Background: an optimization exercise with open tools, aiming at small area. Do not read the settings as production practice. In this exercise RTL edits were held to simulation tests only and were not proved equivalent to the original. No driver is modelled on the clock port, so clocking that relies on it looks cheaper here than on a real chip. Power is estimated from default activity; no workload was simulated.

build 21:
## Main
module Main(
  input  i_Clk,
  input  i_Reset,
  input  i_Switch_1,
  input  i_Switch_2,
  input  i_Switch_3,
  input  i_Switch_4,
  input  io_PMOD_1,
  output io_PMOD_2,
  output o_LED_1,
  output o_LED_2,
  output o_LED_3,
  output o_LED_4,
  output o_VGA_HSync,
  output o_VGA_VSync,
  output o_VGA_Red_0,
  output o_VGA_Red_1,
  output o_VGA_Red_2,
  output o_VGA_Grn_0,
  output o_VGA_Grn_1,
  output o_VGA_Grn_2,
  output o_VGA_Blu_0,
  output o_VGA_Blu_1,
  output o_VGA_Blu_2);
Size in the first run: about 78 flip-flops, about 3200 sq um of cells after synthesis.
Settings: LEC_CHECK=0, CAP_MARGIN=20, CORE_MARGIN=2, CORE_UTILIZATION=65, SLEW_MARGIN=20; clock period 10.0 ns.
standard.sh (not shown) runs the stock make flow with config.mk's settings and CLKGATE_MAP_FILE= SYNTH_SCRIPT=/design/flow/synth_recipe.tcl, a recipe that flattens the netlist after the stock synthesis.
==> flow/flow/run.sh <==
#!/bin/bash
# The standard ORFS layout (standard.sh) with three changes:
#  - synthesis is the standard flow's own script, but adders are left to abc as plain
#    logic (no half/full adder cells), and abc maps the logic with
#    flow/abc.script, an area-oriented script, instead of abc_speed;
#    the register mapping (and so every register) is unchanged;
#  - port buffers use the smallest buffer cell;
#  - the clock tree is flow/pre_cts.tcl's: the clock port drives four
#    clock buffers, each driving a quarter of the registers.
set -euo pipefail
F=$PWD/flow
# synth_recipe.tcl with synth.tcl swapped for a copy that calls abc with
# flow/abc.script.
sed "s|^  log_cmd abc {\*}\$abc_args|  set abc_args [lreplace \$abc_args 1 1 $F/abc.script]\n  log_cmd abc {*}\$abc_args|" \
  "$FLOW_HOME/scripts/synth.tcl" > synth_area.tcl
grep -q "flow/abc.script" synth_area.tcl
sed "s|\$::env(SCRIPTS_DIR)/synth.tcl|$PWD/synth_area.tcl|" synth_recipe.tcl > synth_top.tcl
grep -q synth_area.tcl synth_top.tcl
bash standard.sh \
  SYNTH_SCRIPT="$PWD/synth_top.tcl" \
  ADDER_MAP_FILE= \
  BUFFER_PORTS_ARGS="-buffer_cell sky130_fd_sc_hd__buf_1" \
  PRE_CTS_TCL="$F/pre_cts.tcl" CLK_LEAVES=4 CLK_LEAF_BUF=sky130_fd_sc_hd__clkbuf_8 \
  CTS_ARGS="-repair_clock_nets -dont_use_dummy_load" \
  finish > standard.log 2>&1
Other scripts of this flow, unchanged in this note and not shown: flow/flow/abc.script, flow/flow/pre_cts.tcl
Setup changes, build 21 to build 59
diff --git a/flow/design.v b/flow/design.v
--- a/flow/design.v
+++ b/flow/design.v
@@ -72,20 +72,20 @@
   end endgenerate
   wire p_load = i_Reset | vr;
   always @(posedge i_Clk)
     paddle <= {p_inc[5:4] & {2{~p_load}}, p_inc[3] | p_load,
                p_inc[2:1] & {2{~p_load}}, p_inc[0] | p_load};
   reg [9:0] bh;
   reg [1:0] speed;
   reg [8:0] bv;
   reg hdir_q, vdir_q;
-  wire ball_h = bh >= 316 && bh <= 325;
-  wire ball_v = bv >= 237 && bv <= 246;
+  wire ball_h = bh >= 320 && bh <= 329;
+  wire ball_v = bv >= 240 && bv <= 249;
   wire ball   = ball_h & ball_v;
   wire hit    = ball & paddle_video;
   reg hdir, vdir;
   always @* begin
     hdir = hdir_q;
     vdir = vdir_q;
     if (ball_v && vr_d) vdir = 1'b0;
     if (ball_v && vb_d) vdir = 1'b1;
     if (ball_h && hb_d) hdir = 1'b1;
@@ -103,43 +103,45 @@
   end
   wire move = vb & |speed;
   wire [9:0] bh_inc;
   wire [10:0] bh_c;
   assign bh_c[0] = ~hb;
   generate for (i = 0; i < 10; i = i + 1) begin : g_bh
     assign bh_inc[i] = bh[i] ^ bh_c[i];
     assign bh_c[i+1] = bh[i] & bh_c[i];
   end endgenerate
-  wire bh_wrap = ~hb & bh[9] & bh[7];    
+  wire bh_wrap = ~hb & bh[9] & bh[7] & bh[2];    
   wire bh_clr  = i_Reset | bh_wrap;
   always @(posedge i_Clk)
-    bh <= {bh_inc[9:2] & {8{~bh_clr}},
+    bh <= {bh_inc[9:3] & {7{~bh_clr}},
+           i_Reset | bh_wrap | bh_inc[2],
            ~i_Reset & (bh_wrap ? move & hdir : bh_inc[1]),
            ~i_Reset & (bh_wrap ? ~move : bh_inc[0])};
   always @(posedge i_Clk) begin
     if (i_Reset || (y_end && x_end))
       speed <= 3;
     else if (bh_wrap && move)
       speed <= speed - 2'd1;
   end
   wire [8:0] bv_inc;
   wire [9:0] bv_c;
   assign bv_c[0] = hr & ~vb;
   generate for (i = 0; i < 9; i = i + 1) begin : g_bv
     assign bv_inc[i] = bv[i] ^ bv_c[i];
     assign bv_c[i+1] = bv[i] & bv_c[i];
   end endgenerate
-  wire bv_wrap = bv_c[0] & bv[8] & bv[7] & bv[6] & bv[5];    
+  wire bv_wrap = bv_c[0] & bv[8] & bv[7] & bv[6] & bv[5] & bv[1] & bv[0];    
   wire bv_clr  = i_Reset | bv_wrap;
   always @(posedge i_Clk)
-    bv <= {bv_inc[8:2] & {7{~bv_clr}},
-           ~i_Reset & (bv_wrap ? vdir : bv_inc[1]),
-           i_Reset | (~bv_wrap & bv_inc[0])};
+    bv <= {bv_inc[8:3] & {6{~bv_clr}},
+           i_Reset | (bv_wrap ? vdir : bv_inc[2]),
+           ~i_Reset & (bv_wrap ? ~vdir : bv_inc[1]),
+           ~i_Reset & (bv_wrap | bv_inc[0])};
   wire net_row = y[3] ? ~(y[2] & (y[1] | y[0])) : (y[2] & (y[1] | y[0]));
   wire net_video = net_row && x >= 317 && x <= 324;
   reg  [23:0] lfsr;
   wire tick = lfsr == 24'hb862c1;
   wire lfsr_load = i_Reset || tick;
   always @(posedge i_Clk) begin
     if (lfsr_load)
       lfsr <= 0;
     else
[summary]
- When build 59 is measured against build 21, its average cell area after synthesis turns out about 1.4% higher.
- Build 59 vs build 21 on share of the synthesized area in compound gates (AO/OA/AOI/OAI): build 59 is the lower one.
- Build 59 has highest cell delay on the worst timing path below what build 21 had.
- Build 21 → build 59: power +2.1 uW; flip-flop and latch share of the layout cell area up 0.78 points; first-iteration DRC count went up by 5; cell count has decreased; wire length has decreased.

## wip/onyx
Starting RTL as in the previous note.
clock: 10.0 ns
lec_check: 0
cap_margin: 20
core_margin: 2
core_utilization: 65
slew_margin: 20
==> flow/flow/run.sh <==
#!/bin/bash
# The standard ORFS layout (standard.sh) with three changes:
#  - synthesis is the standard flow's own script, but adders are left to abc as plain
#    logic (no half/full adder cells), and abc maps the logic with
#    flow/abc.script, an area-oriented script, instead of abc_speed;
#    the register mapping (and so every register) is unchanged;
#  - port buffers use the smallest buffer cell;
#  - the clock tree is flow/pre_cts.tcl's: the clock port drives three
#    clock buffers, each driving a third of the registers.
set -euo pipefail
F=$PWD/flow
# synth_recipe.tcl with synth.tcl swapped for a copy that calls abc with
# flow/abc.script.
sed "s|^  log_cmd abc {\*}\$abc_args|  set abc_args [lreplace \$abc_args 1 1 $F/abc.script]\n  log_cmd abc {*}\$abc_args|" \
  "$FLOW_HOME/scripts/synth.tcl" > synth_area.tcl
grep -q "flow/abc.script" synth_area.tcl
sed "s|\$::env(SCRIPTS_DIR)/synth.tcl|$PWD/synth_area.tcl|" synth_recipe.tcl > synth_top.tcl
grep -q synth_area.tcl synth_top.tcl
bash standard.sh \
  SYNTH_SCRIPT="$PWD/synth_top.tcl" \
  ADDER_MAP_FILE= \
  BUFFER_PORTS_ARGS="-buffer_cell sky130_fd_sc_hd__buf_1" \
  PRE_CTS_TCL="$F/pre_cts.tcl" CLK_LEAVES=3 CLK_LEAF_BUF=sky130_fd_sc_hd__clkbuf_16 \
  CTS_ARGS="-repair_clock_nets -dont_use_dummy_load" \
  finish > standard.log 2>&1
Other scripts of this flow, unchanged in this note and not shown: flow/flow/abc.script, flow/flow/pre_cts.tcl
wip/onyx | stages: all done | timing, DRC, antenna: all pass
The following lists how wip/tundra was set up differently from wip/onyx:
--- a/flow/design.v
+++ b/flow/design.v
@@ -70,24 +70,24 @@
     assign p_inc[i] = paddle[i] ^ p_c[i];
     assign p_c[i+1] = paddle[i] & p_c[i];
   end endgenerate
   wire p_load = i_Reset | vr;
   always @(posedge i_Clk)
     paddle <= {p_inc[5:4] & {2{~p_load}}, p_inc[3] | p_load,
                p_inc[2:1] & {2{~p_load}}, p_inc[0] | p_load};
   reg [9:0] bh;
   reg [1:0] speed;
   reg [8:0] bv;
   reg hdir_q, vdir_q;
-  wire ball_h = bh >= 316 && bh <= 325;
-  wire ball_v = bv >= 237 && bv <= 246;
+  wire ball_h = bh >= 320 && bh <= 329;
+  wire ball_v = bv >= 240 && bv <= 249;
   wire ball   = ball_h & ball_v;
   wire hit    = ball & paddle_video;
   reg hdir, vdir;
   always @* begin
     hdir = hdir_q;
     vdir = vdir_q;
     if (ball_v && vr_d) vdir = 1'b0;
     if (ball_v && vb_d) vdir = 1'b1;
     if (ball_h && hb_d) hdir = 1'b1;
     if (ball_h && hr_d) hdir = 1'b0;
     if (hit) hdir = 1'b0;
@@ -101,47 +101,49 @@
     hdir_q <= hdir;
     vdir_q <= vdir;
   end
   wire move = vb & |speed;
   wire [9:0] bh_inc;
   wire [10:0] bh_c;
   assign bh_c[0] = ~hb;
   generate for (i = 0; i < 10; i = i + 1) begin : g_bh
     assign bh_inc[i] = bh[i] ^ bh_c[i];
     assign bh_c[i+1] = bh[i] & bh_c[i];
   end endgenerate
-  wire bh_wrap = ~hb & bh[9] & bh[7];    
+  wire bh_wrap = ~hb & bh[9] & bh[7] & bh[2];    
   wire bh_clr  = i_Reset | bh_wrap;
   always @(posedge i_Clk)
-    bh <= {bh_inc[9:2] & {8{~bh_clr}},
+    bh <= {bh_inc[9:3] & {7{~bh_clr}},
+           i_Reset | bh_wrap | bh_inc[2],
            ~i_Reset & (bh_wrap ? move & hdir : bh_inc[1]),
            ~i_Reset & (bh_wrap ? ~move : bh_inc[0])};
   always @(posedge i_Clk) begin
     if (i_Reset || (y_end && x_end))
       speed <= 3;
     else if (bh_wrap && move)
       speed <= speed - 2'd1;
   end
   wire [8:0] bv_inc;
   wire [9:0] bv_c;
   assign bv_c[0] = hr & ~vb;
   generate for (i = 0; i < 9; i = i + 1) begin : g_bv
     assign bv_inc[i] = bv[i] ^ bv_c[i];
     assign bv_c[i+1] = bv[i] & bv_c[i];
   end endgenerate
-  wire bv_wrap = bv_c[0] & bv[8] & bv[7] & bv[6] & bv[5];    
+  wire bv_wrap = bv_c[0] & bv[8] & bv[7] & bv[6] & bv[5] & bv[1] & bv[0];    
   wire bv_clr  = i_Reset | bv_wrap;
   always @(posedge i_Clk)
-    bv <= {bv_inc[8:2] & {7{~bv_clr}},
-           ~i_Reset & (bv_wrap ? vdir : bv_inc[1]),
-           i_Reset | (~bv_wrap & bv_inc[0])};
+    bv <= {bv_inc[8:3] & {6{~bv_clr}},
+           i_Reset | (bv_wrap ? vdir : bv_inc[2]),
+           ~i_Reset & (bv_wrap ? ~vdir : bv_inc[1]),
+           ~i_Reset & (bv_wrap | bv_inc[0])};
   wire net_row = y[3] ? ~(y[2] & (y[1] | y[0])) : (y[2] & (y[1] | y[0]));
   wire net_video = net_row && x >= 317 && x <= 324;
   reg  [23:0] lfsr;
   wire tick = lfsr == 24'hb862c1;
   wire lfsr_load = i_Reset || tick;
   always @(posedge i_Clk) begin
     if (lfsr_load)
       lfsr <= 0;
     else
       lfsr <= {~lfsr[22:0], ~(lfsr[23] ^ lfsr[22] ^ lfsr[21] ^ lfsr[16])};
   end
==> comparison <==
wip/tundra: all stages complete, timing, DRC and antenna checks passed
wip/onyx was routed with more vias than wip/tundra.
Compared with wip/onyx, in wip/tundra cell count after synthesis -2.6%, final wirelength -6.7%, number of flops mapped to enable cells by yosys ~0 delta, data required time of the critical path ~0 delta, die extent in x -0.57%.
wip/onyx -> wip/tundra: routability congestion estimate from global placement increased by a few percent
Multi-input logic cell count: wip/tundra vs wip/onyx down 3.1%
From wip/onyx to wip/tundra the numbers moved as follows: flip-flop and latch share of the layout cell area climbed 0.77 points, layout-stage area growth over the synthesis result dropped 0.45 points, latest clock arrival within the worst-skew pair barely changed.

[what the ideal ports hide]
In the flow no input, the clock included, has a driving cell. The finished layouts below were timed again as built, in two steps. Step 1 sets driving cells, clkbuf_16 on the clock port and buf_2 on the other inputs (assumed; they add their load-dependent delay and slew). Step 2 also shifts input and output timing later by t, the mid clock arrival at the registers, as if the neighbouring blocks saw the same clock. Three values: no drivers, after step 1, after step 2; two values: the first two.
run | t, ns | setup slack, ns | worst register clock-pin slew, ns
build 21 | 0.217 | 4.590 / 4.570 / 4.570 | 0.12 / 0.12
build 59 | 0.212 | 4.447 / 4.426 / 4.426 | 0.11 / 0.11
wip/onyx | 0.211 | 4.581 / 4.562 / 4.562 | 0.09 / 0.09
wip/tundra | 0.207 | 4.449 / 4.428 / 4.428 | 0.09 / 0.09
After both steps every run listed still meets setup and hold.
